Background: an optimization exercise with open tools, aiming at small area. Do not read the settings as production practice. Only simulation tests tie the RTL to the original design; equivalence was not proved. Power and IR drop assume default switching activity.

## flow/config.mk

```make
export PLATFORM = sky130hd
export DESIGN_NAME = tlb
export DESIGN_NICKNAME = tlb
export VERILOG_FILES = /design/flow/design.v
export SDC_FILE = /design/flow/constraint.sdc
export NUM_CORES = 4
export LEC_CHECK = 0
export CAP_MARGIN = 20
export CORE_MARGIN = 2
export CORE_UTILIZATION = 40
export CTS_BUF_LIST = sky130_fd_sc_hd__clkbuf_16
export CTS_CLUSTER_DIAMETER = 60
export CTS_CLUSTER_SIZE = 24
export PLACE_DENSITY = 0.6
export SLEW_MARGIN = 20
export SYNTH_MEMORY_MAX_BITS = 16384
```

## flow/constraint.sdc

```tcl
create_clock -name core_clock -period 8.0 [get_ports {clk}]
set_input_delay 1.6000 -clock core_clock [delete_from_list [all_inputs] [get_ports {clk}]]
set_output_delay 1.6000 -clock core_clock [all_outputs]
set_load 0.01 [all_outputs]
```

## flow/design.v

```verilog
module tlb (
    input wire clk, reset,
    input wire [31:0] vaddr,
    output reg [31:0] paddr,
    output reg hit,
    input wire mmu_update_request,
    input wire [31:0] mmu_paddr
);
    localparam SETS = 32;
    localparam WAYS = 4;
    localparam LINES = SETS * WAYS;
    localparam TW = 15;
    localparam PW = 20;
    wire [TW-1:0] tag   = vaddr[31:17];
    wire [4:0]    idx   = vaddr[16:12];
    wire [PW-1:0] ppage = mmu_paddr[31:12];
    reg [TW*LINES-1:0] tags;
    reg [PW*LINES-1:0] ppns;
    reg [3*SETS-1:0]   cnts;
    wire [SETS-1:0] ssel = 32'b1 << idx;
    reg [TW*WAYS-1:0] stag;
    reg [PW*WAYS-1:0] sppn;
    reg [2:0]         scnt;
    integer s;
    always @* begin
        stag = 0;
        sppn = 0;
        scnt = 0;
        for (s = 0; s < SETS; s = s + 1) begin
            stag = stag | ({TW*WAYS{ssel[s]}} & tags[s*TW*WAYS +: TW*WAYS]);
            sppn = sppn | ({PW*WAYS{ssel[s]}} & ppns[s*PW*WAYS +: PW*WAYS]);
            scnt = scnt | ({3{ssel[s]}} & cnts[s*3 +: 3]);
        end
    end
    wire [WAYS-1:0] valid;
    assign valid[3] = scnt != 3'd0;
    assign valid[2] = scnt[2] | scnt[1];
    assign valid[1] = scnt[2] | (scnt[1] & scnt[0]);
    assign valid[0] = scnt[2];
    wire full = scnt[2];
    wire [WAYS-1:0] match;
    genvar w;
    generate
        for (w = 0; w < WAYS; w = w + 1) begin : g_match
            assign match[w] = valid[w] && (stag[w*TW +: TW] == tag);
        end
    endgenerate
    wire any = |match;
    reg [PW-1:0] hit_ppn;
    integer k;
    always @* begin
        hit_ppn = 0;
        for (k = 0; k < WAYS; k = k + 1)
            hit_ppn = hit_ppn | ({PW{match[k]}} & sppn[k*PW +: PW]);
    end
    wire [WAYS-1:0] fillw = {scnt == 3'd0, scnt == 3'd1, scnt == 3'd2, scnt == 3'd3 | full};
    wire [WAYS-1:0] target = any ? match : fillw;
    wire wr = mmu_update_request & ~reset;
    wire inc = wr & ~any & ~full;
    integer e;
    always @(posedge clk) begin
        for (e = 0; e < LINES; e = e + 1)
            if (wr && ssel[e/WAYS] && target[e%WAYS]) begin
                tags[e*TW +: TW] <= tag;
                ppns[e*PW +: PW] <= ppage;
            end
        for (s = 0; s < SETS; s = s + 1)
            if (reset)
                cnts[s*3 +: 3] <= 3'd0;
            else if (inc && ssel[s])
                cnts[s*3 +: 3] <= scnt + 3'd1;
    end
    always @(posedge clk) begin
        if (reset || mmu_update_request) begin
            hit   <= 1'b0;
            paddr <= 32'h0;
        end else begin
            hit   <= any;
            paddr <= any ? {hit_ppn, vaddr[11:0]} : 32'h0;
        end
    end
endmodule
```

## flow/run.sh

```bash
#!/bin/bash
# synth_recipe.tcl (not shown) runs the flow's synth.tcl, then flattens the netlist and writes it again
# the make line also repeats each setting of config.mk as NAME=value (left out here)
make -C /OpenROAD-flow-scripts/flow DESIGN_CONFIG=/design/flow/config.mk WORK_HOME=/design/flow/orfs CLKGATE_MAP_FILE= SYNTH_SCRIPT=/design/flow/synth_recipe.tcl finish
```

==> metrics list, run 1 <==
- Total number of vias: 107400
* Number of slew-limit violations in the final report: 0
- Critical-path top delay cell: sky130_fd_sc_hd__a2111oi_1
- Data required time at the worst endpoint: about 8.9 ns
- When the netlist entered floorplanning its net count stood at 9581.
- For this block, the initial DRC count from the detailed router was ~22000.
* Buffer depth of the longest clock path: 4
* Worst-path maximum fanout: between 50 and 60
- FP Rows: between 200 and 250
- Setup Fix Bufs, Post-CTS: 0
- Final hold violation count: 0
- Worst-skew pair later-pin latency: slightly above 1 ns
- Walking the worst path, the cells encountered are buf_2 > nand3b_1 > buf_4 > nor2_4 > buf_12 > a22oi_1 > and4_1 > and3_1 > xnor2_1 > a2111oi_1 > buf_4 > and4_2 > buf_4 > buf_4 > a22oi_1 > a21oi_1 > buf_4.
* Global routing usage summed across all routing layers: between 20% and 30%
- Number of nets in the layout: approximately 10000
- Once placement finished, the instance area stood at between 150000 and 200000 um2.
- Setup slack on the worst flop-to-flop path: 2.70 ns
- Number of buffer cells added on primary ports: 87
- TritonCTS sink count: 4609
* Pin count of the biggest net entering global routing: 100
* Number of clock buffers inserted by TritonCTS: around 300
- Wire segments on met3 add up to about 99000 um in the final route.
- CP delay by family, top: buffers and inverters
* Post-Synthesis Cells: 9509
- Most common cell on crit path: sky130_fd_sc_hd__buf_4
* Clock transition time at the flip-flop clock pins of the worst setup and hold paths: 0.09 ns
- Critical path startpoint category: input pin
- Shortest period the worst path allows: 7.068 ns
* Reg area: 137100 um2
- The critical path is of the input pin to register type.
- After synthesis the cells add up to ~170000 um2.
- The region available for standard cell placement spans about 420000 um2.
- Number of synthesized register bits: 4609
- The H-tree generated during clock tree synthesis spans 5 levels.
- Count of warnings emitted by yosys: 1
- Leakage power total: around 62 nW
* Multi-input logic area: slightly below 30000 um2
- DR WL met2: around 290000 um
- Across the run, the number of max-cap violations was 0.
* Total grt overflow: 0
* Mean instance size in the synthesized netlist: around 18 um2
- Dividing the detail-routed via count by the number of cells gives roughly 6.7.
- VDD sags by at most approximately 210 uV.
- Setup violations remaining at the end of the flow were counted as 0.
* Number of antenna-violating nets in the routed design: 0
- Fraction of synthesis flops using an asynchronous set or reset pin: 0%
* Normalized max-slew margin: 13.30%
* Clock tree from TritonCTS: done
- Pwr dens: approximately 230 nW/um2
- Total of cells resized after clock tree synthesis: 0
- The die is between 600 and 700 um tall.
- Crit path buf inv count: 7
- At the pin with the least slew margin, the transition time is about 1.3 ns.
- Most frequently used flop master after synthesis: sky130_fd_sc_hd__edfxtp_1
- The layout has 34820 filler cells.
- The min-delay analysis places its worst path in the category register to register.
- For this block, the routed nets add up to about 650000 um of wire.
- The commonest cells after synthesis are 4480 x sky130_fd_sc_hd__edfxtp_1, 1957 x sky130_fd_sc_hd__a22oi_1, 499 x sky130_fd_sc_hd__nand2_1.
* Ratio of cells with drive above 1 in the final layout: approximately 16%
- The top cell type by area accounts for 80.02% of the synthesized area.
* Number of enable-type register cells in the synthesized netlist: about 4500
- Element type at the critical path end: register
- In this design, the stage delay of the slowest critical-path cell is 0.79 ns.
- Post-Route Skew: 0.07668 ns
* Post-route DRC: 0
- Worst slack after detailed placement: 0.3198 ns
- Once detailed placement completed, the half-perimeter wirelength came to between 300000 and 400000 um.
* Upper clock frequency limit: ~0.14 GHz
- Once routing completed, OpenROAD measured the worst setup slack at 0.9320 ns.
* Signal arrival time at the worst endpoint: 7.98 ns
- Die ar.: between 400000 and 500000 um2
- sky130_fd_sc_hd__edfxtp_1 is the most common cell in the netlist.
- After clock tree synthesis, the flow added hold-fix buffers numbering 0.
* TritonRoute pass-1 iters: 9
- The synthesized design spends more area on one cell type than any other, namely sky130_fd_sc_hd__edfxtp_1.
* Cell types with the largest area share after synthesis: sky130_fd_sc_hd__edfxtp_1 80%, sky130_fd_sc_hd__a22oi_1 8.7%, sky130_fd_sc_hd__dfxtp_1 1.5%, sky130_fd_sc_hd__nand4_1 1.2%, sky130_fd_sc_hd__nand2_1 1.1%
- Routability-driven placement finished with a final weighted congestion of about 0.9.
- Starting density of the core: 40.10%
- After detailed routing, the average wire length per cell comes to a little over 40 um.
- After detailed routing, no signal wire sits above met5.
- Antenna violations before repair: 42
* Sum of routed wire segments on met1: 232400 um
- The run finished with no timing, DRC or antenna violations.
- Distinct cell type count of the synthesized netlist: just over 80
* Via count of the first global-routing pass: around 100k
- 100 I/O pins were placed.
* Final standard cell area without fillers: approximately 200000 um2
* Sequential fraction of the synthesis area: 81.56%
- The first global-routing pass estimated a little under 900000 um of wire.
* Tcrit/Tclk final: between 80% and 90%
- Die extent in x: ~650 um
- Clock tree synthesis selected as its root buffer the cell sky130_fd_sc_hd__clkbuf_16.
- Setup repair after global routing left no endpoint under its margin.
- Compared with the post-synthesis result, the final layout area differs by 16.88%.
where the power goes:
part           switching (mW)  total [mW]  leakage, nW  internal (mW)
logic                    1.48        1.87         16.0          0.396
clock network            9.09        16.9         5.06           7.84
registers             0.00733        26.5         41.3           26.5
total                    10.6        45.3         62.3           34.7
final timing paths:
check | from | to | cells after the start
setup / recovery | vaddr[12] | paddr[15]$_SDFF_PP0_ | 17
hold / removal | cnts[63]$_SDFFE_PP0P_ | cnts[63]$_SDFFE_PP0P_ | 2
setup reg to reg | tags[1689]$_DFFE_PP_ | paddr[15]$_SDFF_PP0_ | 13
hold reg to reg | cnts[63]$_SDFFE_PP0P_ | cnts[63]$_SDFFE_PP0P_ | 2
layout make-up:
cell class              count  share of cell area [%]
clock buffers             306                   3.897
well taps                5520                   3.515
clock inverters           217                   1.334
multi-input cells        4253                   15.08
inverters                  43                 0.08214
diodes                     16                 0.02038
flip-flops and latches   4609                   69.78
repair buffers            997                   6.297
tightest hold or removal path, cell delays in order (launching register included):
cell and delay [ns]:
sky130_fd_sc_hd__dfxtp_1 0.32, sky130_fd_sc_hd__o31ai_1 0.06, sky130_fd_sc_hd__a21oi_1 0.05
through the flow:
step | util [%] | power (mW) | hold WS, ns | std cells | TNS (ns)
finish | 46.86 | 45.26 | 0.4763 | 15960 | 0
global route | 46.86 | 46.08 | 0.4790 | 15950 | 0
CTS | 46.84 | 45.16 | 0.4723 | 15940 | 0
detailed placement | 44.39 | 28.79 | 0.4615 | 15420 | 0
global placement | 44.35 | 28.76 | 0.4538 | 15420 | -33.75
floorplan | - | 27.60 | 0.4437 | 9509 | 0
logic make-up after synthesis:
| kind of cell | count (synthesis) | share of synthesized area, % |
|---|---|---|
| AND/OR/NAND/NOR | 1722 | 5.257 |
| multiplexers | 95 | 0.5879 |
| flip-flops | 4609 | 81.56 |
| XOR/XNOR | 50 | 0.2605 |
| buffers and inverters | 647 | 1.597 |
| adder cells (fa/ha/maj) | 5 | 0.03721 |
| AO/OA/AOI/OAI | 2381 | 10.70 |
metal layers:
| layer | vias up | global-route usage, % |
|---|---|---|
| met5 | - | 0 |
| met4 | 24 | 12.05 |
| met3 | 1558 | 8.185 |
| met2 | 9982 | 44.71 |
| met1 | 55070 | 40.50 |
| li1 | 40750 | - |
sequential cells by signal, summed over array words and instances (netlist names):
register	cells
hit	1
paddr	32
ppns	2560
tags	1920
cnts	96
placed cells by master, fill, tap and decap left out, drive strengths merged, types with 27 or more instances in the layout:
cell type      count
nand4            310
a21oi             58
clkbuf           306
nand2b            34
a2111oi           55
a22o              77
a22oi           1957
edfxtp          4480
nor3             140
a221oi            34
nand2            499
and3             164
nor4              86
dfxtp            129
o22ai             35
mux2i             74
buf              951
nand3            144
inv              167
clkdlybuf4s50     46
clkinv            71
nor2             226
xor2              27
==> run 2, diff against run 1 <==
--- a/flow/config.mk
+++ b/flow/config.mk
@@ -9,7 +9,5 @@
 export CORE_MARGIN = 2
-export CORE_UTILIZATION = 40
-export CTS_BUF_LIST = sky130_fd_sc_hd__clkbuf_16
-export CTS_CLUSTER_DIAMETER = 60
-export CTS_CLUSTER_SIZE = 24
-export PLACE_DENSITY = 0.6
+export CORE_UTILIZATION = 60
+export CTS_BUF_LIST = sky130_fd_sc_hd__clkbuf_4 sky130_fd_sc_hd__clkbuf_8
+export PLACE_DENSITY = 0.75
 export SLEW_MARGIN = 20
==> metrics list, run 2 <==
* Post-route DRC: 0
- By area the synthesized netlist is led by sky130_fd_sc_hd__edfxtp_1 80%, sky130_fd_sc_hd__a22oi_1 8.7%, sky130_fd_sc_hd__dfxtp_1 1.5%, sky130_fd_sc_hd__nand4_1 1.2%, sky130_fd_sc_hd__nand2_1 1.1%.
- Iteration-0 DRC Markers: between 20000 and 30000
- Final hold violation count: 0
- Summing every instance area after synthesis gives ~170000 um2.
- Pwr dens: 240.8 nW/um2
* Number of hold-repair buffers added at the cts stage: 0
- The analysis attributes to cell leakage a power of approximately 63 nW.
- Crit path buf inv count: 7
- The clock reaches the later pin of the worst-skew pair after 1.16 ns.
- Routability-driven placement congestion ratio: about 0.99
- The first global-routing pass estimated between 800000 and 900000 um of wire.
- Setup total negative slack on the finished layout was measured at 0 ns.
- Crit Path Category: input pin to register
- The number of different library cells used by synthesis comes to just over 80.
- Number of antenna-violating nets in the routed design: 0
- Hold WC Path Type: register to register
- Final total power: 46.77 mW
* Detail-routed via count per cell: approximately 7.6
* Sequential fraction of the synthesis area: 81.56%
* Critical-path top delay cell: sky130_fd_sc_hd__nor3_2
- The initial antenna violation count is 47.
- WL/cell: 42.04 um
- By instance count, the cell type seen most on the critical path is sky130_fd_sc_hd__buf_12.
* Final setup vio count: 0
- The largest single stage delay on the critical path is between 1 and 1.5 ns.
* Worst-path maximum fanout: 34
- Post-Synthesis Cells: about 9500
- Fill cell total of the finished layout: about 17000
- The worst setup path is launched from an input pin.
- The floorplan has between 150 and 200 rows.
* CTS H-tree depth: 6
- Total grt overflow: 0
* CP delay by family, top: simple AND/OR/NAND/NOR gates
- Cells with a size suffix above 1 make up a little under a fifth of the layout.
- Upper clock frequency limit: 0.1435 GHz
* Max-capacitance violation count: 0
- Element type at the critical path end: register
* Post-place instance area: about 180000 um2
* Maximum vdd ir drop: 200.2 uV
- The clock drives 4609 sinks.
- In this run the top signal layer used is met5.
* TritonRoute pass-1 iters: 7
* Die extent in x: around 530 um
* Number of slew-limit violations in the final report: 0
- The cell sitting at the root of the clock tree is a sky130_fd_sc_hd__clkbuf_8.
- Number of enable-type register cells in the synthesized netlist: ~4500
- Total number of vias: 111300
* Post-Route Skew: between 0.09 and 0.1 ns
- The library cell used most frequently in the layout, excluding fill and tap cells, is sky130_fd_sc_hd__edfxtp_1.
- Most frequently used flop master after synthesis: sky130_fd_sc_hd__edfxtp_1
- Run status: complete, no violations
- The number of clock buffers added by TritonCTS is approximately 680.
* Most used cells in the layout excluding fill and tap cells: 4480 x sky130_fd_sc_hd__edfxtp_1, 1957 x sky130_fd_sc_hd__a22oi_1, 698 x sky130_fd_sc_hd__clkbuf_8, 499 x sky130_fd_sc_hd__nand2_1, 419 x sky130_fd_sc_hd__buf_4
- In this run the post-CTS setup repair buffer count came out at 0.
- Number of buffer cells added on primary ports: 87
- Mean instance size in the synthesized netlist: about 18 um2
* Die ar.: 284400 um2
* Tcrit/Tclk final: between 80 and 90%
- Buffer depth of the longest clock path: 4
* Detailed placer's ending HPWL: roughly 340000 um
* Count of warnings emitted by yosys: 1
* Global routing usage summed across all routing layers: 42.25%
* Slew of the pin with the lowest slew margin: approximately 1.3 ns
* Commonest cells post-synth: 4480 x sky130_fd_sc_hd__edfxtp_1, 1957 x sky130_fd_sc_hd__a22oi_1, 499 x sky130_fd_sc_hd__nand2_1
- Synth area leader: sky130_fd_sc_hd__edfxtp_1
- Fraction of the core area covered by cells at the end of the flow: a little over two thirds
* Largest reg by FF count: ppns
- Final standard cell area without fillers: slightly below 200000 um2
* Core box area: ~280000 um2
* Number of nets in the layout: approximately 10000
- Shortest period the worst path allows: between 6 and 7 ns
* Signal arrival time at the worst endpoint: a little under 8 ns
* Layout overhead on the synthesized area: 15.53%
* Total of cells resized after clock tree synthesis: 0
- Normalized max-slew margin: about an eighth
- TritonCTS built the clock tree.
* Data required time at the worst endpoint: a little under 9 ns
* Number of nets produced by synthesis: 9581
- Pin placement for this block handled 100 I/O pins.
- Summed over all nets, wire length on met3 after detailed routing comes to between 100000 and 150000 um.
* Starting density of the core: 60.23%
* Die boundary height: roughly 530 um
- After detailed routing, the met2 layer carries between 200000 and 300000 um of wire.
* Max reg flops: about 2600
- Share of the synthesized area in the top cell type: between 80% and 90%
- Setup repair after global routing missed its margin: no
- Entering global routing, the biggest net connects around 110 pins.
- Sum of routed wire segments on met1: 186000 um
- By instance count, the leading cell after synthesis is sky130_fd_sc_hd__edfxtp_1.
* Fraction of synthesis flops using an asynchronous set or reset pin: 0%
- The synthesized design contains between 4000 and 5000 register bits.
- Clock-pin slew was measured on the worst setup and hold paths at 0.06 ns.
* Via count of the first global-routing pass: approximately 110k
- The critical path goes through buf_2 > nand2_1 > nor3_2 > buf_12 > buf_4 > a22oi_1 > nand4_1 > nor4_1 > xor2_1 > o2111ai_1 > nor4_4 > buf_12 > nor3_1 > nor2_4 > buf_12 > buf_4 > nor2_4 > buf_12.
* Largest registers: ppns x2560, tags x1920, cnts x96
- Final Routed Wirelength: 614000 um
## run 2: stage by stage
stage / hold WS [ns] / setup slack, ns / instances
after floorplan: 0.4437 / 0.7596 / 9509
after global placement: 0.4543 / 0.4262 / 13400
after detailed placement: 0.4610 / 0.3206 / 13400
after CTS: 0.4700 / 1.437 / 14580
after global routing: 0.4888 / 1.152 / 14590
final: 0.4705 / 1.031 / 14610
## run 2: worst paths after layout
kind	startpoint	end	slack [ns]	depth (start not counted)
max	vaddr[13]	ppns[146]$_DFFE_PP_	1.03	18
min	cnts[47]$_SDFFE_PP0P_	cnts[47]$_SDFFE_PP0P_	0.47	2
max reg2reg	tags[213]$_DFFE_PP_	ppns[2522]$_DFFE_PP_	2.85	12
min reg2reg	cnts[47]$_SDFFE_PP0P_	cnts[47]$_SDFFE_PP0P_	0.47	2
## run 2: area by class of cell
cell class | count | area (um2) | area share [%]
Tap cell | 3724 | 4659 | 2.399
Multi-Input combinational cell | 4253 | 29610 | 15.25
Inverter | 43 | 161.4 | 0.08310
Sequential cell | 4609 | 137100 | 70.59
Clock inverter | 249 | 1534 | 0.7898
Clock buffer | 927 | 11330 | 5.831
Antenna cell | 26 | 65.06 | 0.03350
Timing Repair Buffer | 775 | 9758 | 5.024
## run 2: cells by family (layout without fill, tap and decap cells)
group,Yosys count,after routing,share of synthesized area [%]
xor+xnor,50,50,0.2605
other cells,0,26,0
fa+ha+maj,5,5,0.03721
compound gates,2381,2381,10.70
simple gates,1722,1722,5.257
flops,4609,4609,81.56
mux,95,95,0.5879
buf+inv,647,1994,1.597
## run 2: power breakdown
part           internal (mW)  leakage (nW)  total (mW)  switching [mW]
Clock                   9.45          6.80        18.5            9.03
Combinational          0.369          14.5        1.78            1.42
Sequential              26.5          41.3        26.5         0.00790
## run 2: tightest hold or removal path: cells and delay by family, from the launching register on
family                 cells  cell delay, ns
buffers and inverters      1            0.04
AOI/OAI and AO/OA          1            0.07
DFF                        1            0.31
## run 2: per-layer routing
metal / vias to the layer above / track usage [%]
li1: 41160 / -
met5: - / 0
met2: 13700 / 60.91
met1: 53580 / 55.16
met4: 34 / 25.36
met3: 2843 / 15.75
==> run 3, diff against run 2 <==
==> flow/design.v (replaced) <==
module tlb_hold (
    input  wire q,
    input  wire d,
    input  wire en,
    input  wire en_n,
    output wire y
);
    assign y = (q & en_n) | (d & en);
endmodule
module tlb_rdcol (
    input  wire [31:0] sel_n,
    input  wire [31:0] d,
    output wire        y
);
    assign y = &(sel_n | d);
endmodule
module tlb (
    input wire clk, reset,
    input wire [31:0] vaddr,
    output reg [31:0] paddr,
    output reg hit,
    input wire mmu_update_request,
    input wire [31:0] mmu_paddr
);
    localparam SETS = 32;
    localparam WAYS = 4;
    localparam LINES = SETS * WAYS;
    localparam TW = 15;
    localparam PW = 20;
    localparam EW = TW + PW;             
    localparam RW = EW * WAYS + 3;       
    wire [TW-1:0] tag   = vaddr[31:17];
    wire [4:0]    idx   = vaddr[16:12];
    wire [PW-1:0] ppage = mmu_paddr[31:12];
    reg [EW*LINES-1:0] ents;
    reg [3*SETS-1:0]   cnts;
    wire [SETS-1:0] ssel   = 32'b1 << idx;
    wire [SETS-1:0] ssel_n = ~ssel;
    wire [RW*SETS-1:0] rows;
    wire [RW-1:0]      rd;
    genvar gs, gc;
    generate
        for (gs = 0; gs < SETS; gs = gs + 1) begin : g_row
            assign rows[gs*RW +: RW] = {cnts[gs*3 +: 3], ents[gs*WAYS*EW +: WAYS*EW]};
        end
        for (gc = 0; gc < RW; gc = gc + 1) begin : g_col
            wire [SETS-1:0] col;
            for (gs = 0; gs < SETS; gs = gs + 1) begin : g_bit
                assign col[gs] = rows[gs*RW + gc];
            end
            tlb_rdcol u_rd (.sel_n(ssel_n), .d(col), .y(rd[gc]));
        end
    endgenerate
    wire [2:0] scnt = rd[EW*WAYS +: 3];
    wire [WAYS-1:0] valid;
    assign valid[3] = scnt != 3'd0;
    assign valid[2] = scnt[2] | scnt[1];
    assign valid[1] = scnt[2] | (scnt[1] & scnt[0]);
    assign valid[0] = scnt[2];
    wire full = scnt[2];
    wire [WAYS-1:0] match;
    genvar w;
    generate
        for (w = 0; w < WAYS; w = w + 1) begin : g_match
            assign match[w] = valid[w] && (rd[w*EW +: TW] == tag);
        end
    endgenerate
    wire any = |match;
    reg [PW-1:0] hit_ppn;
    integer k;
    always @* begin
        hit_ppn = 0;
        for (k = 0; k < WAYS; k = k + 1)
            hit_ppn = hit_ppn | ({PW{match[k]}} & rd[k*EW + TW +: PW]);
    end
    wire [WAYS-1:0] fillw = {scnt == 3'd0, scnt == 3'd1, scnt == 3'd2, scnt == 3'd3 | full};
    wire [WAYS-1:0] target = any ? match : fillw;
    wire wr = mmu_update_request & ~reset;
    wire inc = wr & ~any & ~full;
    wire [EW-1:0] wdata = {ppage, tag};
    wire [EW*LINES-1:0] ents_d;
    genvar e, b;
    generate
        for (e = 0; e < LINES; e = e + 1) begin : g_ent
            wire wen   = wr & ssel[e/WAYS] & target[e%WAYS];
            wire wen_n = ~wen;
            for (b = 0; b < EW; b = b + 1) begin : g_b
                tlb_hold u_h (.q(ents[e*EW + b]), .d(wdata[b]), .en(wen), .en_n(wen_n),
                              .y(ents_d[e*EW + b]));
            end
        end
    endgenerate
    always @(posedge clk)
        ents <= ents_d;
    integer i;
    always @(posedge clk)
        for (i = 0; i < SETS; i = i + 1)
            if (reset)
                cnts[i*3 +: 3] <= 3'd0;
            else if (inc && ssel[i])
                cnts[i*3 +: 3] <= scnt + 3'd1;
    always @(posedge clk) begin
        if (reset || mmu_update_request) begin
            hit   <= 1'b0;
            paddr <= 32'h0;
        end else begin
            hit   <= any;
            paddr <= any ? {hit_ppn, vaddr[11:0]} : 32'h0;
        end
    end
endmodule
--- a/flow/config.mk
+++ b/flow/config.mk
@@ -9,6 +9,10 @@
 export CORE_MARGIN = 2
-export CORE_UTILIZATION = 60
-export CTS_BUF_LIST = sky130_fd_sc_hd__clkbuf_4 sky130_fd_sc_hd__clkbuf_8
-export PLACE_DENSITY = 0.75
+export CORE_UTILIZATION = 40
+export CTS_BUF_LIST = sky130_fd_sc_hd__clkbuf_16
+export CTS_CLUSTER_DIAMETER = 60
+export CTS_CLUSTER_SIZE = 24
+export PLACE_DENSITY = 0.6
 export SLEW_MARGIN = 20
+export SYNTH_HIERARCHICAL = 1
 export SYNTH_MEMORY_MAX_BITS = 16384
+export SYNTH_MINIMUM_KEEP_SIZE = 0
==> metrics list, run 3 <==
- Post-place instance area: 173700 um2
* Normalized max-slew margin: between 10 and 15%
- Buffers placed on the I/O ports in this run total just under 90.
* Logic pwr share: about a tenth
- Internal portion of total power: between 30 and 40 mW
* Fill cell total of the finished layout: around 36000
- After global routing the overflow that remains totals 0.
* Final setup vio count: 0
- IR analysis of the VDD net gives a maximum drop of about 180 uV.
- Routability-driven placement congestion ratio: a little under 1
- The initial utilization of the core area, before any placement, comes to approximately 40%.
- With fillers left out, the area of the finished cells amounts to roughly 190000 um2.
* Share of the synthesized area in the top cell type: roughly three fifths
- Most frequently used flop master after synthesis: sky130_fd_sc_hd__dfxtp_1
- The clock net in this run drives a total of between 4000 and 5000 sinks.
- The register with the most flip-flops in the layout has between 4000 and 5000 of them.
* First-pass GRT wire length: 912100 um
- Fin Hold WS: a little under 0.5 ns
- After technology mapping, the gate count stands at ~14000.
- Number of antenna-violating nets in the routed design: 0
- Pin count of the biggest net entering global routing: 94
- Total number of vias: between 100k and 150k
* Final setup margin: between 0.9 and 1 ns
- The cell sitting at the root of the clock tree is a sky130_fd_sc_hd__clkbuf_16.
- Summed over all layers, the routed wires come to 632400 um.
* Critical path, cell by cell: clkdlybuf4s50_1 > nor2b_4 > buf_4 > nand2_8 > buf_12 > o22ai_1 > nor2_1 > nand4_1 > nor2_1 > xor2_1 > nor4_1 > nand4_1 > buf_4 > o41a_2 > buf_12 > nor2_4 > a22o_1
* Worst slack after detailed placement: 0.1778 ns
* Worst setup path startpoint: vaddr[15]
- Setup Fix Bufs, Post-CTS: 0
* Number of nets produced by synthesis: ~14000
- In this run switching power makes up between 20% and 30% of total power.
* Element type at the critical path end: register
- Number of hold-repair buffers added at the cts stage: 0
- Final hold violation count: 0
- Largest reg by FF count: ents
- Worst-skew pair later-pin latency: 1.06 ns
- Most used cells in the layout excluding fill and tap cells: 4609 x sky130_fd_sc_hd__dfxtp_1, 4480 x sky130_fd_sc_hd__a22o_1, 2288 x sky130_fd_sc_hd__o22ai_1, 1351 x sky130_fd_sc_hd__nor2_1, 372 x sky130_fd_sc_hd__buf_4
- The first TritonRoute pass finished after 6 iterations.
- End of the worst register-to-register path: ents[1401]$_DFF_P_
- Worst-path maximum fanout: 37
- Buffer depth of the longest clock path: 4
* Critical-path top delay cell: sky130_fd_sc_hd__clkdlybuf4s50_1
- Post-Layout Cell Count: around 20000
- For this design the static power due to leakage is between 70 and 80 nW.
- Crit Reg-Reg Startpoint: ents[1263]$_DFF_P_
- Synth area leader: sky130_fd_sc_hd__dfxtp_1
* Data required time at the worst endpoint: approximately 9 ns
- At the pin with the least slew margin, the transition time is between 1 and 1.5 ns.
- Iteration-0 DRC Markers: ~15000
- Tcrit/Tclk final: approximately 88%
- Post-Route Skew: 0.07436 ns
* Setup repair after global routing missed its margin: no
- Once placement completed, the tool counted placed cells totaling between 15000 and 20000.
- Largest registers: ents x4480, cnts x96, paddr x32
* Count of warnings emitted by yosys: 7
- Mean instance size in the synthesized netlist: roughly 11 um2
- The total area inside the core boundary comes to ~400000 um2.
* Global routing usage summed across all routing layers: 30.30%
- The number of gates resized after CTS was 0.
- Power comes to roughly 50 mW.
* FP Rows: 230
- Clock tree from TritonCTS: done
* Number of nets in the layout: between 10000 and 15000
- Measured along the y axis, the die boundary spans around 630 um.
- Reg area: 92270 um2
- Crit Path Category: input pin to register
- The share of total power dissipated in sequential elements is between 50% and 60%.
- The max-slew violation count was 0.
* Hold WC Path Type: register to register
- For this run, design rule violations remaining after detail routing come to 0.
- WL/cell: 31.06 um
* Sequential fraction of the synthesis area: 58.53%
* Depth of the worst register-to-register path: 13
- In this run the power density over the cells is between 200 and 300 nW/um2.
- Detail-routed via count per cell: 6.655
- Antenna violations before repair: 35
- Yosys instantiated no cell more often than sky130_fd_sc_hd__dfxtp_1.
* Signal arrival time at the worst endpoint: approximately 8.0 ns
* Critical path startpoint category: input pin
- Yosys mapped a number of flops with a built-in enable equal to 0.
- Worst Hold Path Cells: 2
* Die extent in x: 631.8 um
* Switch Pwr: 13.66 mW
- Clock transition time at the flip-flop clock pins of the worst setup and hold paths: ~0.08 ns
- The cell area that synthesis handed to floorplanning was between 150000 and 200000 um2.
- During I/O placement, the number of pins put on the boundary was 100.
* Layout overhead on the synthesized area: 18.38%
* Detailed placer's ending HPWL: between 300000 and 400000 um
* Run status: complete, no violations
* Most common cell after layout, fill and taps aside: sky130_fd_sc_hd__dfxtp_1
- By area the synthesized netlist is led by sky130_fd_sc_hd__dfxtp_1 59%, sky130_fd_sc_hd__a22o_1 25%, sky130_fd_sc_hd__o22ai_1 9.1%, sky130_fd_sc_hd__nor2_1 3.5%, sky130_fd_sc_hd__nand4_1 1.3%.
* Maximum cell stage delay along the critical path: between 0.9 and 1 ns
- Summing all multi-input logic gate instances after layout gives ~66000 um2.
- Share of total power in the clock network: between 30% and 40%
- Counting the buffers created by CTS gives around 350.
- Fraction of synthesis flops using an asynchronous set or reset pin: 0%
- Max-capacitance violation count: 0
- The smallest clock period supported by the final layout is computed as around 7.0 ns.
- Setup slack on the worst flop-to-flop path: about 3.5 ns
- Ratio of cells with drive above 1 in the final layout: under 10%
* Via count of the first global-routing pass: about 120k
* Distinct cell type count of the synthesized netlist: 38
- Setup Total Neg Slack: 0 ns
* Critical path endpoint: ents[3829]$_DFF_P_
- Die ar.: around 400000 um2
- Synthesis inferred 4609 register bits.
* Commonest cells post-synth: 4609 x sky130_fd_sc_hd__dfxtp_1, 4480 x sky130_fd_sc_hd__a22o_1, 2288 x sky130_fd_sc_hd__o22ai_1
- For this run, the top clock speed supported by timing is about 0.14 GHz.
- Fraction of the core area covered by cells at the end of the flow: 47.54%
- In this run the number of H-tree levels came out at 5.
[run 3: power groups by stage]
stage	registers, mW	clock network [mW]	logic, mW
floorplan	25.9	0	2.59
global placement	26.1	0	4.44
detailed placement	26.2	0	4.52
CTS	25.6	19.7	4.52
global route	25.9	20.6	4.87
finish	25.7	19.5	4.68
[run 3: worst min path at each step]
stage                     startpoint               endpoint  slack (ns)
6_report       cnts[47]$_SDFFE_PP0P_  cnts[47]$_SDFFE_PP0P_        0.48
3_3_place_gp    cnts[1]$_SDFFE_PP0P_   cnts[1]$_SDFFE_PP0P_        0.46
2_1_floorplan   cnts[0]$_SDFFE_PP0P_   cnts[0]$_SDFFE_PP0P_        0.45
4_1_cts         cnts[0]$_SDFFE_PP0P_   cnts[0]$_SDFFE_PP0P_        0.48
5_1_grt           ents[3375]$_DFF_P_     ents[3375]$_DFF_P_        0.50
3_5_place_dp   cnts[15]$_SDFFE_PP0P_  cnts[15]$_SDFFE_PP0P_        0.47
[run 3: layout make-up]
| type | instances | share of cell area (%) |
|---|---|---|
| Antenna cell | 25 | 0.03352 |
| Clock inverter | 301 | 2.068 |
| Tap cell | 5220 | 3.500 |
| Timing Repair Buffer | 700 | 4.571 |
| Multi-Input combinational cell | 9140 | 35.58 |
| Clock buffer | 357 | 4.787 |
| Inverter | 8 | 0.01609 |
| Sequential cell | 4609 | 49.44 |
[run 3: cells by family (layout without fill, tap and decap cells)]
kind of cell               after synthesis  count (layout)  share of synthesized area [%]
adders and majority gates                5               5                        0.03969
DFF                                   4609            4609                          58.53
other                                    0              25                              0
and+or+nand+nor                       2141            2141                          5.895
xor gates and xnor gates                60              60                         0.3334
AOI/OAI and AO/OA                     6838            6838                          34.33
muxes                                   96              96                         0.6096
buffers and inverters                  100            1366                         0.2635
[run 3: critical path, delay by kind of cell]
kind / cells / cell delay, ns
buf+inv: 5 / 2.04
compound gates: 3 / 0.73
xor+xnor: 1 / 0.15
simple gates: 8 / 3.20
[run 3: per-layer routing]
metal / global-route usage (%) / part of all wire [%]
met5: 0 / 0.015
met4: 14.56 / 5.3
met3: 6.792 / 10
met2: 42.82 / 41
met1: 43.37 / 44
[run 3: per-module statistics from Yosys, one instance, submodules excluded]
module / area, um2 / cells inside
tlb: 97460 / 5508
tlb_hold: 8.758 / 1
tlb_rdcol: 146.4 / 27
==> run 4, diff against run 3 <==
==> flow/flow/run.sh (new file) <==
#!/bin/bash
# Own layout flow: the standard synthesis unchanged (standard.sh synth),
# then the standard layout (standard.sh) with two changes passed to ORFS:
#  - the resizer may not use buffers larger than buf_2/clkbuf_2, so the fanout
#    trees it builds for the wide write and select nets use many small buffers
#    instead of a few very large ones;
#  - clock tree synthesis uses clkbuf_8 in clusters of at most 16 sinks within
#    50 um, without dummy loads.
# ORFS keeps each tool's full log under orfs/logs; make's own output goes to
# synth.log and layout.log in this folder.
set -uo pipefail
bash standard.sh synth > synth.log 2>&1 || exit 1
DU="sky130_fd_sc_hd__probe_p_8 sky130_fd_sc_hd__probec_p_8 sky130_fd_sc_hd__lpflow_bleeder_1 sky130_fd_sc_hd__lpflow_clkbufkapwr_1 sky130_fd_sc_hd__lpflow_clkbufkapwr_16 sky130_fd_sc_hd__lpflow_clkbufkapwr_2 sky130_fd_sc_hd__lpflow_clkbufkapwr_4 sky130_fd_sc_hd__lpflow_clkbufkapwr_8 sky130_fd_sc_hd__lpflow_clkinvkapwr_1 sky130_fd_sc_hd__lpflow_clkinvkapwr_16 sky130_fd_sc_hd__lpflow_clkinvkapwr_2 sky130_fd_sc_hd__lpflow_clkinvkapwr_4 sky130_fd_sc_hd__lpflow_clkinvkapwr_8 sky130_fd_sc_hd__lpflow_decapkapwr_12 sky130_fd_sc_hd__lpflow_decapkapwr_3 sky130_fd_sc_hd__lpflow_decapkapwr_4 sky130_fd_sc_hd__lpflow_decapkapwr_6 sky130_fd_sc_hd__lpflow_decapkapwr_8 sky130_fd_sc_hd__lpflow_inputiso0n_1 sky130_fd_sc_hd__lpflow_inputiso0p_1 sky130_fd_sc_hd__lpflow_inputiso1n_1 sky130_fd_sc_hd__lpflow_inputiso1p_1 sky130_fd_sc_hd__lpflow_inputisolatch_1 sky130_fd_sc_hd__lpflow_isobufsrc_1 sky130_fd_sc_hd__lpflow_isobufsrc_16 sky130_fd_sc_hd__lpflow_isobufsrc_2 sky130_fd_sc_hd__lpflow_isobufsrc_4 sky130_fd_sc_hd__lpflow_isobufsrc_8 sky130_fd_sc_hd__lpflow_isobufsrckapwr_16 sky130_fd_sc_hd__lpflow_lsbuf_lh_hl_isowell_tap_1 sky130_fd_sc_hd__lpflow_lsbuf_lh_hl_isowell_tap_2 sky130_fd_sc_hd__lpflow_lsbuf_lh_hl_isowell_tap_4 sky130_fd_sc_hd__lpflow_lsbuf_lh_isowell_4 sky130_fd_sc_hd__lpflow_lsbuf_lh_isowell_tap_1 sky130_fd_sc_hd__lpflow_lsbuf_lh_isowell_tap_2 sky130_fd_sc_hd__lpflow_lsbuf_lh_isowell_tap_4"
DU="$DU sky130_fd_sc_hd__buf_4 sky130_fd_sc_hd__buf_6 sky130_fd_sc_hd__buf_8 sky130_fd_sc_hd__buf_12 sky130_fd_sc_hd__buf_16"
DU="$DU sky130_fd_sc_hd__bufbuf_8 sky130_fd_sc_hd__bufbuf_16 sky130_fd_sc_hd__bufinv_8 sky130_fd_sc_hd__bufinv_16"
DU="$DU sky130_fd_sc_hd__clkbuf_4 sky130_fd_sc_hd__clkbuf_8 sky130_fd_sc_hd__clkbuf_16"
CTS="-sink_clustering_enable -repair_clock_nets -buf_list sky130_fd_sc_hd__clkbuf_8"
CTS="$CTS -sink_clustering_size 16 -sink_clustering_max_diameter 50 -dont_use_dummy_load"
bash standard.sh "DONT_USE_CELLS=$DU" "CTS_ARGS=$CTS" finish > layout.log 2>&1 || exit 1
==> flow/standard.sh (new file) <==
#!/bin/bash
# synth_recipe.tcl (not shown) runs the flow's synth.tcl, then flattens the netlist and writes it again
# the make line also repeats each setting of config.mk as NAME=value (left out here)
make -C /OpenROAD-flow-scripts/flow DESIGN_CONFIG=/design/flow/config.mk WORK_HOME=/design/flow/orfs CLKGATE_MAP_FILE= SYNTH_SCRIPT=/design/flow/synth_recipe.tcl "${@:-finish}"
--- a/flow/config.mk
+++ b/flow/config.mk
@@ -10,5 +10,5 @@
 export CORE_UTILIZATION = 40
-export CTS_BUF_LIST = sky130_fd_sc_hd__clkbuf_16
-export CTS_CLUSTER_DIAMETER = 60
-export CTS_CLUSTER_SIZE = 24
+export CTS_BUF_LIST = sky130_fd_sc_hd__clkbuf_8
+export CTS_CLUSTER_DIAMETER = 50
+export CTS_CLUSTER_SIZE = 16
 export PLACE_DENSITY = 0.6
removed: flow/run.sh
==> metrics list, run 4 <==
* Run status: complete, no violations
* CTS H-tree depth: 5
- Core box area: 392500 um2
* Final Routed Wirelength: about 640000 um
- Data on the critical path is required at its endpoint by about 9 ns.
* Pin count of the biggest net entering global routing: 60
* Distinct cell type count of the synthesized netlist: 38
- For this configuration, the core starts out at a cell density of between 40% and 50%.
- The routed layout has 137200 vias.
* Ratio of cells with drive above 1 in the final layout: between 10% and 20%
- Maximum vdd ir drop: between 100 and 150 uV
- Cell types with the largest area share after synthesis: sky130_fd_sc_hd__dfxtp_1 59%, sky130_fd_sc_hd__a22o_1 25%, sky130_fd_sc_hd__o22ai_1 9.1%, sky130_fd_sc_hd__nor2_1 3.5%, sky130_fd_sc_hd__nand4_1 1.3%
* Die ar.: around 400000 um2
- WL/cell: 30.68 um
* Total grt overflow: 0
- In this run, synthesis produced a sequential element count of roughly 4600.
* Signal arrival time at the worst endpoint: 8.02 ns
- Die boundary height: 631.8 um
- The number of failing hold endpoints at the final stage is 0.
- The clock arrives with approximately 0.2 ns of skew.
- After synthesis, flip-flops and latches occupy around three fifths of the total area.
* Number of clock buffers inserted by TritonCTS: around 450
- Logic pwr share: 10.9%
- Fraction of power spent switching nets: between 20% and 30%
- Worst-path maximum fanout: 46
* Post-Synthesis Cells: around 14000
* Critical path startpoint category: input pin
* Most used cells in the layout excluding fill and tap cells: 4609 x sky130_fd_sc_hd__dfxtp_1, 4480 x sky130_fd_sc_hd__a22o_1, 2288 x sky130_fd_sc_hd__o22ai_1, 1349 x sky130_fd_sc_hd__nor2_1, 934 x sky130_fd_sc_hd__buf_2
- The analysis attributes to cell leakage a power of around 69 nW.
- Crit Path Category: input pin to register
- Clock latency on the worst-skew pair, taken at its later pin, is around 1.3 ns.
* Most frequently used flop master after synthesis: sky130_fd_sc_hd__dfxtp_1
- In this run the deepest clock path goes through 4 buffers.
* Tcrit/Tclk final: around 88%
- Most common cell after layout, fill and taps aside: sky130_fd_sc_hd__dfxtp_1
- Number of enable-type register cells in the synthesized netlist: 0
- Final setup margin: about 0.94 ns
- At the pin with the least slew margin, the transition time is 1.352 ns.
- Detailed placer's ending HPWL: 444500 um
- Pwr dens: about 240 nW/um2
- Min-delay src: cnts[20]$_SDFFE_PP0P_
- The biggest area contributor in the post-synthesis netlist is sky130_fd_sc_hd__dfxtp_1.
- At the end of routability-driven placement, the weighted congestion stood at 0.9745.
* Die extent in x: roughly 630 um
- FP Rows: 230
- The worst setup path is captured at a register.
- TritonCTS built the clock tree.
* Share of total power in the clock network: between 20 and 30%
- In the routed design, unresolved DRC markers number 0.
- In this run the worst hold path is classified as register to register.
- A synthesized cell averages roughly 11 um2.
- Commonest cells post-synth: 4609 x sky130_fd_sc_hd__dfxtp_1, 4480 x sky130_fd_sc_hd__a22o_1, 2288 x sky130_fd_sc_hd__o22ai_1
* Netlist area before placement: around 160000 um2
- Setup repair after global routing left no endpoint under its margin.
* Setup Fix Bufs, Post-CTS: 0
- Count of warnings emitted by yosys: 7
* Switch Pwr: about 11 mW
- Total of cells resized after clock tree synthesis: 0
- Internal portion of total power: between 30 and 40 mW
- Cell chosen for the clock root: sky130_fd_sc_hd__clkbuf_8
* Worst setup path startpoint: vaddr[15]
- Clock-pin slew was measured on the worst setup and hold paths at ~0.060 ns.
- Crit Reg-Reg Startpoint: cnts[41]$_SDFFE_PP0P_
* Setup Total Neg Slack: 0 ns
* Number of buffer cells added on primary ports: 87
- Number of I/O pins: 100
- Yosys instantiated no cell more often than sky130_fd_sc_hd__dfxtp_1.
- Shortest period the worst path allows: slightly above 7 ns
- Largest reg by FF count: ents
- TritonCTS sink count: about 4600
- Setup violations remaining at the end of the flow were counted as 0.
* TritonRoute pass-1 iters: 8
* Layout overhead on the synthesized area: 12.95%
- When the netlist entered floorplanning its net count stood at 13920.
- In this run the biggest area consumer among cell types represents between 50% and 60% of the synthesized area.
* Normalized max-slew margin: 9.523%
* Antenna violations before repair: 60
- Sequential Power Share: slightly below 60%
- First-pass GRT wire length: between 900000 and 1000000 um
* Number of hold-repair buffers added at the cts stage: 0
- Number of slew-limit violations in the final report: 0
* Largest registers: ents x4480, cnts x96, paddr x32
* Fraction of synthesis flops using an asynchronous set or reset pin: 0%
* Max-capacitance violation count: 0
* Worst slack after detailed placement: roughly 0.14 ns
- Dividing the detail-routed via count by the number of cells gives roughly 6.6.
- Static timing analysis puts the maximum clock frequency at between 0.1 and 0.15 GHz.
* Global routing usage summed across all routing layers: 30.68%
- In this run, the number of DRC markers left after iteration 0 of detailed routing was roughly 17000.
- Via count of the first global-routing pass: between 100k and 150k
- In this run the remaining antenna-violating nets after routing total 0.
- The register with the most flip-flops in the layout has approximately 4500 of them.
* Number of nets in the layout: between 15000 and 20000
-- run 4: cell count changes in the layout (fill, tap and decap cells not counted), moves of 30 or more --
cell and change:
sky130_fd_sc_hd__clkbuf_8 +444, sky130_fd_sc_hd__clkdlybuf4s50_1 -51, sky130_fd_sc_hd__buf_1 +485, sky130_fd_sc_hd__diode_2 +33
sky130_fd_sc_hd__buf_6 -34, sky130_fd_sc_hd__buf_4 -372, sky130_fd_sc_hd__buf_2 +933, sky130_fd_sc_hd__clkbuf_16 -357
sky130_fd_sc_hd__clkinv_8 -68, sky130_fd_sc_hd__inv_8 -50, sky130_fd_sc_hd__buf_12 -241, sky130_fd_sc_hd__clkinvlp_4 -30
sky130_fd_sc_hd__inv_6 -49
-- run 4: cell families (layout without fill, tap and decap cells) --
group	after synthesis	count (layout)	share of synthesized area (%)
muxes	96	96	0.6096
AOI/OAI and AO/OA	6838	6838	34.33
DFF	4609	4609	58.53
other	0	58	0
adders and majority gates	5	5	0.03969
xor gates and xnor gates	60	60	0.3334
buffers and inverters	100	1874	0.2635
and+or+nand+nor	2141	2141	5.895
-- run 4: path summary, 6_finish.rpt --
path                      endpoint  slack (ns)  depth (start not counted)
max             ents[2248]$_DFF_P_        0.94                         17
min          cnts[20]$_SDFFE_PP0P_        0.48                          2
max reg2reg     ents[2248]$_DFF_P_        2.93                         14
min reg2reg  cnts[20]$_SDFFE_PP0P_        0.48                          2
-- run 4: power groups by stage --
stage,sequential (mW),clock [mW],combinational [mW]
2_1_floorplan,25.9,0,2.59
3_3_place_gp,26.1,0,4.44
3_5_place_dp,26.2,0,4.52
4_1_cts,25.7,12.8,4.52
5_1_grt,25.9,13.7,4.86
6_report,25.7,12.7,4.69
-- run 4: final cells by class --
class                           instances  area, um2
Inverter                                8      30.03
Multi-Input combinational cell       9140      66440
Tap cell                             5220       6531
Sequential cell                      4609      92270
Timing Repair Buffer                 1421       6505
Fill cell                           37040     214500
Antenna cell                           58      145.1
Clock buffer                          445       6125
-- run 4: metal layers --
| layer | wire length, um | global-route usage (%) | up-vias | part of all wire [%] |
|---|---|---|---|---|
| li1 | - | - | 60150 | - |
| met1 | 274400 | 43.10 | 68800 | 43 |
| met2 | 263600 | 43.95 | 6982 | 41 |
| met3 | 67460 | 7.343 | 1204 | 11 |
| met4 | 35760 | 14.76 | 18 | 5.6 |
| met5 | 117 | 0 | - | 0.018 |
-- run 4: per-stage QoR --
stage | total power, mW | utilization, % | area [um2] | std cells | hold WS (ns)
floorplan | 28.53 | - | 157700 | 13850 | 0.4488
global placement | 30.57 | 43.75 | 171700 | 20390 | 0.4609
detailed placement | 30.68 | 43.76 | 171800 | 20400 | 0.4662
CTS | 42.96 | 45.32 | 177900 | 20840 | 0.4778
global route | 44.42 | 45.34 | 178000 | 20880 | 0.4918
finish | 43.08 | 45.36 | 178000 | 20900 | 0.4790
-- run 4: modules after synthesis (local to each module, per instance) --
module | cell area, um2 | cells
tlb | 97460 | 5508
tlb_hold | 8.758 | 1
tlb_rdcol | 146.4 | 27
-- run 4: critical path: stages --
cell	delay [ns]
sky130_fd_sc_hd__buf_1	0.26
sky130_fd_sc_hd__and2_2	0.87
sky130_fd_sc_hd__nand2_8	0.59
sky130_fd_sc_hd__o22ai_1	0.32
sky130_fd_sc_hd__nor2_1	0.12
sky130_fd_sc_hd__nand4_1	0.12
sky130_fd_sc_hd__nor2_1	0.06
sky130_fd_sc_hd__inv_1	0.24
sky130_fd_sc_hd__ha_1	0.75
sky130_fd_sc_hd__nor4_1	0.18
sky130_fd_sc_hd__nand4_1	0.17
sky130_fd_sc_hd__buf_2	0.58
sky130_fd_sc_hd__a41o_1	0.68
sky130_fd_sc_hd__buf_2	0.51
sky130_fd_sc_hd__nand2_1	0.23
sky130_fd_sc_hd__buf_2	0.35
sky130_fd_sc_hd__a22o_1	0.26
==> run 5, diff against run 4 <==
--- a/flow/design.v
+++ b/flow/design.v
@@ -9,2 +9,15 @@
 endmodule
+module tlb_rd2 (
+    input  wire [1:0] sel_n,
+    input  wire [1:0] d,
+    output wire       y_n
+);
+    assign y_n = ~((sel_n[0] | d[0]) & (sel_n[1] | d[1]));
+endmodule
+module tlb_rd8 (
+    input  wire [3:0] p_n,
+    output wire       y_n
+);
+    assign y_n = |p_n;
+endmodule
 module tlb_rdcol (
@@ -14,3 +27,14 @@
 );
-    assign y = &(sel_n | d);
+    wire [15:0] p_n;
+    wire [3:0]  q_n;
+    genvar i;
+    generate
+        for (i = 0; i < 16; i = i + 1) begin : g_p
+            tlb_rd2 u_p (.sel_n(sel_n[i*2 +: 2]), .d(d[i*2 +: 2]), .y_n(p_n[i]));
+        end
+        for (i = 0; i < 4; i = i + 1) begin : g_q
+            tlb_rd8 u_q (.p_n(p_n[i*4 +: 4]), .y_n(q_n[i]));
+        end
+    endgenerate
+    assign y = ~|q_n;
 endmodule
--- a/flow/config.mk
+++ b/flow/config.mk
@@ -13,3 +13,3 @@
 export CTS_CLUSTER_SIZE = 16
-export PLACE_DENSITY = 0.6
+export PLACE_DENSITY = 0.75
 export SLEW_MARGIN = 20
==> metrics list, run 5 <==
- Run status: complete, no violations
- The worst path meets setup with ~0.48 ns of slack.
- For this run, the share of the core covered by cells in the final layout is a little under half.
- The number of global-route vias before repair is approximately 130k.
* Mux share of post-synthesis cell area: less than 1%
- In this run the number of H-tree levels came out at 5.
- Count of warnings emitted by yosys: 7
- Element type at the critical path end: register
* Clock tree from TritonCTS: done
- Of the available clock period, the critical path in the final layout requires 94.01%.
* Worst slack after detailed placement: -0.2199 ns
- For met2 alone, demand over resource in global routing was approximately 41%.
- Pin count of the biggest net entering global routing: 64
- Number of buffer cells added on primary ports: between 80 and 90
- Number of nets produced by synthesis: around 13000
- Global routing used just over 30% of the available tracks across all layers.
- Fill cells in the final layout number ~36000.
- Number of synthesized register bits: around 4600
- Worst-path maximum fanout: 56
* Most common cell after layout, fill and taps aside: sky130_fd_sc_hd__dfxtp_1
- Largest registers: ents x4480, cnts x96, paddr x32
- Distinct cell type count of the synthesized netlist: 40
* Total number of vias: approximately 140k
- Once the floorplan was initialized, standard cells occupied between 40% and 50% of the core.
- Buffers inserted to repair hold after CTS numbered 0.
* Sequential fraction of the synthesis area: approximately 59%
- Once detail routing completed, the nets flagged for antenna violations numbered 0.
- Leakage power total: between 60 and 70 nW
- After Yosys synthesis, and, or, nand and nor cells account for around 5.6% of the synthesized area.
- Routability-driven placement congestion ratio: ~0.98
- Iteration-0 DRC Markers: a little over 20000
- Cell chosen for the clock root: sky130_fd_sc_hd__clkbuf_8
- In the final design database the tool counted 14890 nets.
- Ratio of cells with drive above 1 in the final layout: a little under an eighth
- Core box area: approximately 400000 um2
- Die ar.: 397800 um2
- Buffer depth of the longest clock path: 4
- Shortest period the worst path allows: ~7.5 ns
- In this run the biggest area consumer among cell types represents slightly below 60% of the synthesized area.
- The number of failing hold endpoints at the final stage is 0.
- Post-Synthesis Cells: approximately 13000
* Slew of the pin with the lowest slew margin: roughly 1.5 ns
- In this run, CTS created clock tree buffers numbering around 400.
* Number of I/O pins: 100
* Setup Fix Bufs, Post-CTS: 0
- Max reg flops: 4480
- After clock tree synthesis, the clock-pin slew on the worst setup and hold paths is 0.09 ns.
- The clock arrives with 0.1778 ns of skew.
* Most used cells in the layout excluding fill and tap cells: 4609 x sky130_fd_sc_hd__dfxtp_1, 4480 x sky130_fd_sc_hd__a22o_1, 2288 x sky130_fd_sc_hd__o22ai_1, 926 x sky130_fd_sc_hd__buf_2, 586 x sky130_fd_sc_hd__buf_1
* Crit Path Category: input pin to register
* Fraction of the mapped netlist area in adder cells: 0.03982%
- Data required time at the worst endpoint: 9.09 ns
* Number of slew-limit violations in the final report: 0
- Setup repair after global routing missed its margin: no
- More flip-flops sit in one register than any other, and that register is ents.
- Critical path startpoint category: input pin
- In the final layout, the multi-input gates occupy between 60000 and 70000 um2.
- Antenna violations before repair: 48
- Summed over all nets, the half-perimeter wirelength after detailed placement is roughly 430000 um.
- Netlist area before placement: between 150000 and 200000 um2
- The final layout contains routed wiring with a total length of 635900 um.
* Fraction of synthesis flops using an asynchronous set or reset pin: 0%
* First-pass GRT wire length: 909900 um
- Dominant combinational cell family by area after synthesis: compound AO/OA/AOI/OAI gates
- Cell types with the largest area share after synthesis: sky130_fd_sc_hd__dfxtp_1 59%, sky130_fd_sc_hd__a22o_1 25%, sky130_fd_sc_hd__o22ai_1 9.1%, sky130_fd_sc_hd__or4_1 2.7%, sky130_fd_sc_hd__nor4_2 1.1%
- In the global route stage, met3 resource usage came out at under 10%.
* Most frequently used flop master after synthesis: sky130_fd_sc_hd__dfxtp_1
* Complex-gate fraction of the synthesized area: about a third
- Number of enable-type register cells in the synthesized netlist: 0
- After detailed routing, the number of remaining DRC violations is 0.
- Synth area leader: sky130_fd_sc_hd__dfxtp_1
- In this run the core area contains 230 standard-cell rows.
* Normalized max-slew margin: around 2.1%
- Max-capacitance violation count: 0
* Hold WC Path Type: register to register
- Static timing analysis puts the maximum clock frequency at ~0.13 GHz.
- The area growth from synthesis to layout is 13.07%.
- Data arrives at the worst endpoint at 8.61 ns.
- In the final layout, flip-flops and latches occupy 92270 um2.
- Measured along the x axis, the die boundary spans 630.7 um.
- The clock drives ~4600 sinks.
- Commonest cells post-synth: 4609 x sky130_fd_sc_hd__dfxtp_1, 4480 x sky130_fd_sc_hd__a22o_1, 2288 x sky130_fd_sc_hd__o22ai_1
* Pwr dens: between 200 and 250 nW/um2
* Total of cells resized after clock tree synthesis: 0
- Of the total synthesized cell area, the portion taken by XOR and XNOR cells is less than 1%.
- In this run the most used layer during global routing was met2.
- Die boundary height: around 630 um
- Total grt overflow: 0
* Maximum vdd ir drop: around 170 uV
* TritonRoute pass-1 iters: 7
- For the worst-skew pair, the clock arrives at the later sink with an insertion delay of 1.23 ns.
* Count leader, synth: sky130_fd_sc_hd__dfxtp_1
- Final total power: 42.20 mW
- Detail-routed via count per cell: roughly 7
- After detailed routing, the average wire length per cell comes to between 30 and 40 um.
- Met1 usage in global routing: about two fifths
- Final setup vio count: 0
- Mean instance size in the synthesized netlist: 12.09 um2
## run 5: changes by cell type after synthesis
cell and delta:
sky130_fd_sc_hd__nand4_1 -286, sky130_fd_sc_hd__nor2_1 -1287, sky130_fd_sc_hd__nor4_2 +143, sky130_fd_sc_hd__or4_1 +572
## run 5: layer usage
layer  share of wire [%]  vias to the layer above  wire, um
met1                  37                    68900    233600
met2                  39                    10730    248900
li1                    -                    58580         -
met5                0.11                        -       724
met3                  14                     2211     91260
met4                 9.6                       20     61300
## run 5: kinds of logic (layout without fill, tap and decap cells)
| kind of cell | Yosys count | after routing |
|---|---|---|
| AOI/OAI and AO/OA | 6838 | 6838 |
| xor gates and xnor gates | 60 | 60 |
| other | 0 | 64 |
| adders and majority gates | 5 | 5 |
| muxes | 96 | 96 |
| buffers and inverters | 100 | 1924 |
| and+or+nand+nor | 1283 | 1283 |
| DFF | 4609 | 4609 |
## run 5: worst paths after layout
kind	endpoint	startpoint	slack (ns)	depth (start not counted)
worst min register to register	cnts[2]$_SDFFE_PP0P_	cnts[2]$_SDFFE_PP0P_	0.48	2
worst max-delay path	ents[3130]$_DFF_P_	vaddr[14]	0.48	17
worst max register to register	ents[3130]$_DFF_P_	cnts[26]$_SDFFE_PP0P_	2.01	13
worst min-delay path	cnts[2]$_SDFFE_PP0P_	cnts[2]$_SDFFE_PP0P_	0.48	2
## run 5: power breakdown
part	internal (mW)	switching (mW)	leakage [nW]
sequential	24.7	0.967	37.4
clock	4.43	7.50	2.87
combinational	2.08	2.48	29.0
total	31.3	10.9	69.3
## run 5: final cells by class
cell class | instances | share of cell area [%]
timing repair buffer | 1517 | 3.861
antenna | 64 | 0.09016
multi-input combinational | 8282 | 37.32
tap | 5220 | 3.677
inverter | 8 | 0.01691
clock buffer | 399 | 3.092
sequential | 4609 | 51.94
## run 5: critical path, cell delays in order
cell	delay [ns]
sky130_fd_sc_hd__buf_1	0.28
sky130_fd_sc_hd__and3b_1	0.45
sky130_fd_sc_hd__buf_2	0.27
sky130_fd_sc_hd__nand2_8	0.49
sky130_fd_sc_hd__o22ai_1	0.13
sky130_fd_sc_hd__or4_1	0.61
sky130_fd_sc_hd__nor4_2	0.61
sky130_fd_sc_hd__inv_1	0.17
sky130_fd_sc_hd__ha_1	0.51
sky130_fd_sc_hd__nor4_1	0.44
sky130_fd_sc_hd__nand4_1	0.51
sky130_fd_sc_hd__buf_2	0.46
sky130_fd_sc_hd__o41a_2	0.39
sky130_fd_sc_hd__buf_2	0.32
sky130_fd_sc_hd__nor2_4	0.34
sky130_fd_sc_hd__buf_2	0.68
sky130_fd_sc_hd__a22o_1	0.24
## run 5: through the flow
step | instances | hold slack [ns] | instance area (um2) | TNS [ns]
6_report | 20100 | 0.4794 | 177600 | 0
5_1_grt | 20050 | 0.4946 | 177500 | 0
4_1_cts | 20020 | 0.4793 | 177300 | 0
3_5_place_dp | 19620 | 0.4671 | 171800 | -145.12
3_3_place_gp | 19620 | 0.4618 | 171800 | -45.65
2_1_floorplan | 12990 | 0.4488 | 157200 | 0
## run 5: per-module statistics from Yosys, one instance, submodules excluded
module / cells inside / flops+latches / area (um2) / copies in the design
tlb: 5508 / 4609 / 97460 / 1
tlb_rdcol: 1 / 0 / 12.51 / 143
tlb_hold: 1 / 0 / 8.758 / 4480
tlb_rd8: 1 / 0 / 7.507 / 572
tlb_rd2: 1 / 0 / 6.256 / 2288
==> run 6, diff against run 5 <==
--- a/flow/flow/run.sh
+++ b/flow/flow/run.sh
@@ -2,3 +2,3 @@
 # Own layout flow: the standard synthesis unchanged (standard.sh synth),
-# then the standard layout (standard.sh) with two changes passed to ORFS:
+# then the standard layout (standard.sh) with these changes passed to ORFS:
 #  - the resizer may not use buffers larger than buf_2/clkbuf_2, so the fanout
@@ -6,6 +6,9 @@
 #    instead of a few very large ones;
-#  - clock tree synthesis uses clkbuf_8 in clusters of at most 16 sinks within
-#    50 um, without dummy loads.
+#  - clock tree synthesis uses clkbuf_4 in clusters of at most 9 sinks within
+#    40 um, without dummy loads;
+#  - up to and including CTS the resizer aims 10% (not 20%) below the slew and
+#    capacitance limits; from global routing on it aims 20% below them again,
+#    so the repair after global routing restores the usual margin.
 # ORFS keeps each tool's full log under orfs/logs; make's own output goes to
-# synth.log and layout.log in this folder.
+# synth.log, place.log and route.log in this folder.
 set -uo pipefail
@@ -16,4 +19,5 @@
 DU="$DU sky130_fd_sc_hd__clkbuf_4 sky130_fd_sc_hd__clkbuf_8 sky130_fd_sc_hd__clkbuf_16"
-CTS="-sink_clustering_enable -repair_clock_nets -buf_list sky130_fd_sc_hd__clkbuf_8"
-CTS="$CTS -sink_clustering_size 16 -sink_clustering_max_diameter 50 -dont_use_dummy_load"
-bash standard.sh "DONT_USE_CELLS=$DU" "CTS_ARGS=$CTS" finish > layout.log 2>&1 || exit 1
+CTS="-sink_clustering_enable -repair_clock_nets -buf_list sky130_fd_sc_hd__clkbuf_4"
+CTS="$CTS -sink_clustering_size 9 -sink_clustering_max_diameter 40 -dont_use_dummy_load"
+bash standard.sh "DONT_USE_CELLS=$DU" "CTS_ARGS=$CTS" SLEW_MARGIN=10 CAP_MARGIN=10 cts > place.log 2>&1 || exit 1
+bash standard.sh "DONT_USE_CELLS=$DU" "CTS_ARGS=$CTS" SLEW_MARGIN=20 CAP_MARGIN=20 finish > route.log 2>&1 || exit 1
--- a/flow/config.mk
+++ b/flow/config.mk
@@ -10,5 +10,5 @@
 export CORE_UTILIZATION = 40
-export CTS_BUF_LIST = sky130_fd_sc_hd__clkbuf_8
-export CTS_CLUSTER_DIAMETER = 50
-export CTS_CLUSTER_SIZE = 16
+export CTS_BUF_LIST = sky130_fd_sc_hd__clkbuf_4
+export CTS_CLUSTER_DIAMETER = 40
+export CTS_CLUSTER_SIZE = 9
 export PLACE_DENSITY = 0.75
==> metrics list, run 6 <==
- ents holds more flip-flops than any other register.
* Signal arrival time at the worst endpoint: ~8.5 ns
- Starting density of the core: about 40%
- FP Rows: between 200 and 250
- Number of slew-limit violations in the final report: 0
- Clock transition time at the flip-flop clock pins of the worst setup and hold paths: roughly 0.090 ns
- After synthesis, the share of flip-flops with an asynchronous set or reset is 0%.
- At the worst endpoint, the required time is 9.47 ns.
* Number of I/O pins: 100
- The worst hold path was traced through 2 stages.
- The routed design could run at a clock period as short as slightly above 7 ns.
- Across all layers, the routed design uses ~140k vias.
- Headroom to the max-slew limit came out at roughly 5.2%.
- Total grt overflow: 0
* Layout overhead on the synthesized area: 12.54%
* Most common cell after layout, fill and taps aside: sky130_fd_sc_hd__dfxtp_1
- Pin count of the biggest net entering global routing: 64
- Element type at the critical path end: register
* TritonRoute pass-1 iters: 6
- After detailed routing, the number of remaining DRC violations is 0.
- Routability-driven placement finished with a final weighted congestion of about 1.
* Iteration-0 DRC Markers: 20860
- At the end of the flow the core is filled with cells to 45.14%.
- In this run the deepest clock path goes through 4 buffers.
- Number of clock buffers inserted by TritonCTS: between 600 and 700
- WL/cell: 31.55 um
* Max reg flops: between 4000 and 5000
- Met2 global-route usage: between 40% and 50%
- Most frequently used flop master after synthesis: sky130_fd_sc_hd__dfxtp_1
- Global routing's busiest layer: met2
* Number of enable-type register cells in the synthesized netlist: 0
* Max-capacitance violation count: 0
* Number of nets produced by synthesis: 13060
- Detail-routed via count per cell: ~7
* Global routing usage summed across all routing layers: a little under a third
- Count of warnings emitted by yosys: 7
- Crit Path Category: input pin to register
- Number of hold-repair buffers added at the cts stage: 0
- Upper clock frequency limit: between 0.1 and 0.15 GHz
- Global routing consumed, on the met1 layer, 38.62% of the routing resources.
- Share of the synthesized area in the top cell type: approximately 59%
* Post-Synthesis Cells: 12990
* Critical path startpoint category: input pin
* TritonCTS sink count: roughly 4600
- Distinct cell type count of the synthesized netlist: 40
* Depth of the worst register-to-register path: 11
- Number of synthesized register bits: about 4600
- The flow ran to the end and the layout has no timing, DRC or antenna violations.
* Via count of the first global-routing pass: 132200
- Worst-path maximum fanout: 56
* Clock tree from TritonCTS: done
* Cell types with the largest area share after synthesis: sky130_fd_sc_hd__dfxtp_1 59%, sky130_fd_sc_hd__a22o_1 25%, sky130_fd_sc_hd__o22ai_1 9.1%, sky130_fd_sc_hd__or4_1 2.7%, sky130_fd_sc_hd__nor4_2 1.1%
* Most used cells in the layout excluding fill and tap cells: 4609 x sky130_fd_sc_hd__dfxtp_1, 4480 x sky130_fd_sc_hd__a22o_1, 2288 x sky130_fd_sc_hd__o22ai_1, 923 x sky130_fd_sc_hd__buf_2, 617 x sky130_fd_sc_hd__clkbuf_4
- For this run, the post-layout net count is 15100.
- Met3 track demand over resource in global routing: a little over a tenth
- Final hold violation count: 0
- CTS H-tree depth: 6
* Die extent in x: around 630 um
- Once detail routing completed, the nets flagged for antenna violations numbered 0.
- Hold timing on the final database bottoms out at a slack of between 0.15 and 0.2 ns.
* Setup Fix Bufs, Post-CTS: 0
- For the pin with the worst max-slew slack, the measured transition is 1.422 ns.
- The commonest cells after synthesis are 4609 x sky130_fd_sc_hd__dfxtp_1, 4480 x sky130_fd_sc_hd__a22o_1, 2288 x sky130_fd_sc_hd__o22ai_1.
- Mean instance size in the synthesized netlist: ~12 um2
* Final setup vio count: 0
- Die ar.: 397800 um2
* Setup repair after global routing missed its margin: no
- Netlist area before placement: about 160000 um2
- The first global-routing pass estimated between 900000 and 1000000 um of wire.
- Clock latency on the worst-skew pair, taken at its later pin, is 1.78 ns.
* Synth area leader: sky130_fd_sc_hd__dfxtp_1
## run 6: Yosys stat by module, one instance, submodules excluded
module / flops+latches / cells / times used
tlb: 4609 / 5508 / 1
tlb_hold: 0 / 1 / 4480
tlb_rd2: 0 / 1 / 2288
tlb_rd8: 0 / 1 / 572
tlb_rdcol: 0 / 1 / 143
## run 6: final cells by class
type                    count  area [um2]  share of cell area [%]
repair buffers           1514        6844                   3.871
diodes                     81       202.7                  0.1146
well taps                5220        6531                   3.694
clock buffers             617        4632                   2.620
inverters                   8       30.03                 0.01698
multi-input cells        8282       66290                   37.49
flip-flops and latches   4609       92270                   52.19
## run 6: per-layer routing
metal  wire, um  share of wire [%]
met5        138              0.022
met3      91810                 14
met2     253000                 39
met1     236000                 37
met4      60520                9.4
## run 6: logic make-up (layout without fill, tap and decap cells)
group | count (synthesis) | after routing | share of synthesized area (%)
other | 0 | 81 | 0
XOR/XNOR | 60 | 60 | 0.3345
adder cells (fa/ha/maj) | 5 | 5 | 0.03982
buffers and inverters | 100 | 2139 | 0.2644
multiplexers | 96 | 96 | 0.6117
AO/OA/AOI/OAI | 6838 | 6838 | 34.44
AND/OR/NAND/NOR | 1283 | 1283 | 5.574
flip-flops | 4609 | 4609 | 58.73
## run 6: critical path, cell delays in order
cell and delay, ns:
sky130_fd_sc_hd__buf_1 0.29, sky130_fd_sc_hd__and3b_1 0.45, sky130_fd_sc_hd__buf_2 0.27, sky130_fd_sc_hd__nand2_8 0.50
sky130_fd_sc_hd__o22ai_1 0.14, sky130_fd_sc_hd__or4_1 0.61, sky130_fd_sc_hd__nor4_2 0.58, sky130_fd_sc_hd__inv_1 0.20
sky130_fd_sc_hd__ha_1 0.53, sky130_fd_sc_hd__nor4_1 0.50, sky130_fd_sc_hd__and4_1 0.44, sky130_fd_sc_hd__buf_2 0.40
sky130_fd_sc_hd__buf_2 0.48, sky130_fd_sc_hd__a22oi_1 0.53, sky130_fd_sc_hd__a21oi_1 0.93
## run 6: final timing paths
| path | startpoint | endpoint | slack, ns |
|---|---|---|---|
| setup / recovery | vaddr[14] | paddr[22]$_SDFF_PP0_ | 0.96 |
| hold / removal | vaddr[0] | paddr[0]$_SDFF_PP0_ | 0.18 |
| setup reg to reg | cnts[32]$_SDFFE_PP0P_ | paddr[22]$_SDFF_PP0_ | 1.94 |
| hold reg to reg | ents[2158]$_DFF_P_ | ents[2158]$_DFF_P_ | 0.48 |
## run 6: through the flow
stage               power, mW  worst slack (ns)  std cells  instance area [um2]
global route            42.60             1.039      20260               176600
finish                  41.47            0.9590      20330               176800
global placement        30.38           -0.1109      19620               171800
floorplan               28.58            0.1144      12990               157200
CTS                     41.18             1.483      20240               176400
detailed placement      30.56           -0.2019      19620               171800
## run 6: power by group
part | switching (mW) | total (mW) | internal [mW]
clock | 7.64 | 11.2 | 3.54
combinational | 2.49 | 4.57 | 2.09
sequential | 0.970 | 25.7 | 24.7
total | 11.1 | 41.5 | 30.4

Re-timed with assumed drivers on the ports (clkbuf_16 on the clock, buf_2 on other inputs), run 6 has 0.822 ns of setup slack against 0.959 ns with ideal ports, and -0.912 ns once port delays also move by the mid clock arrival of 1.734 ns.
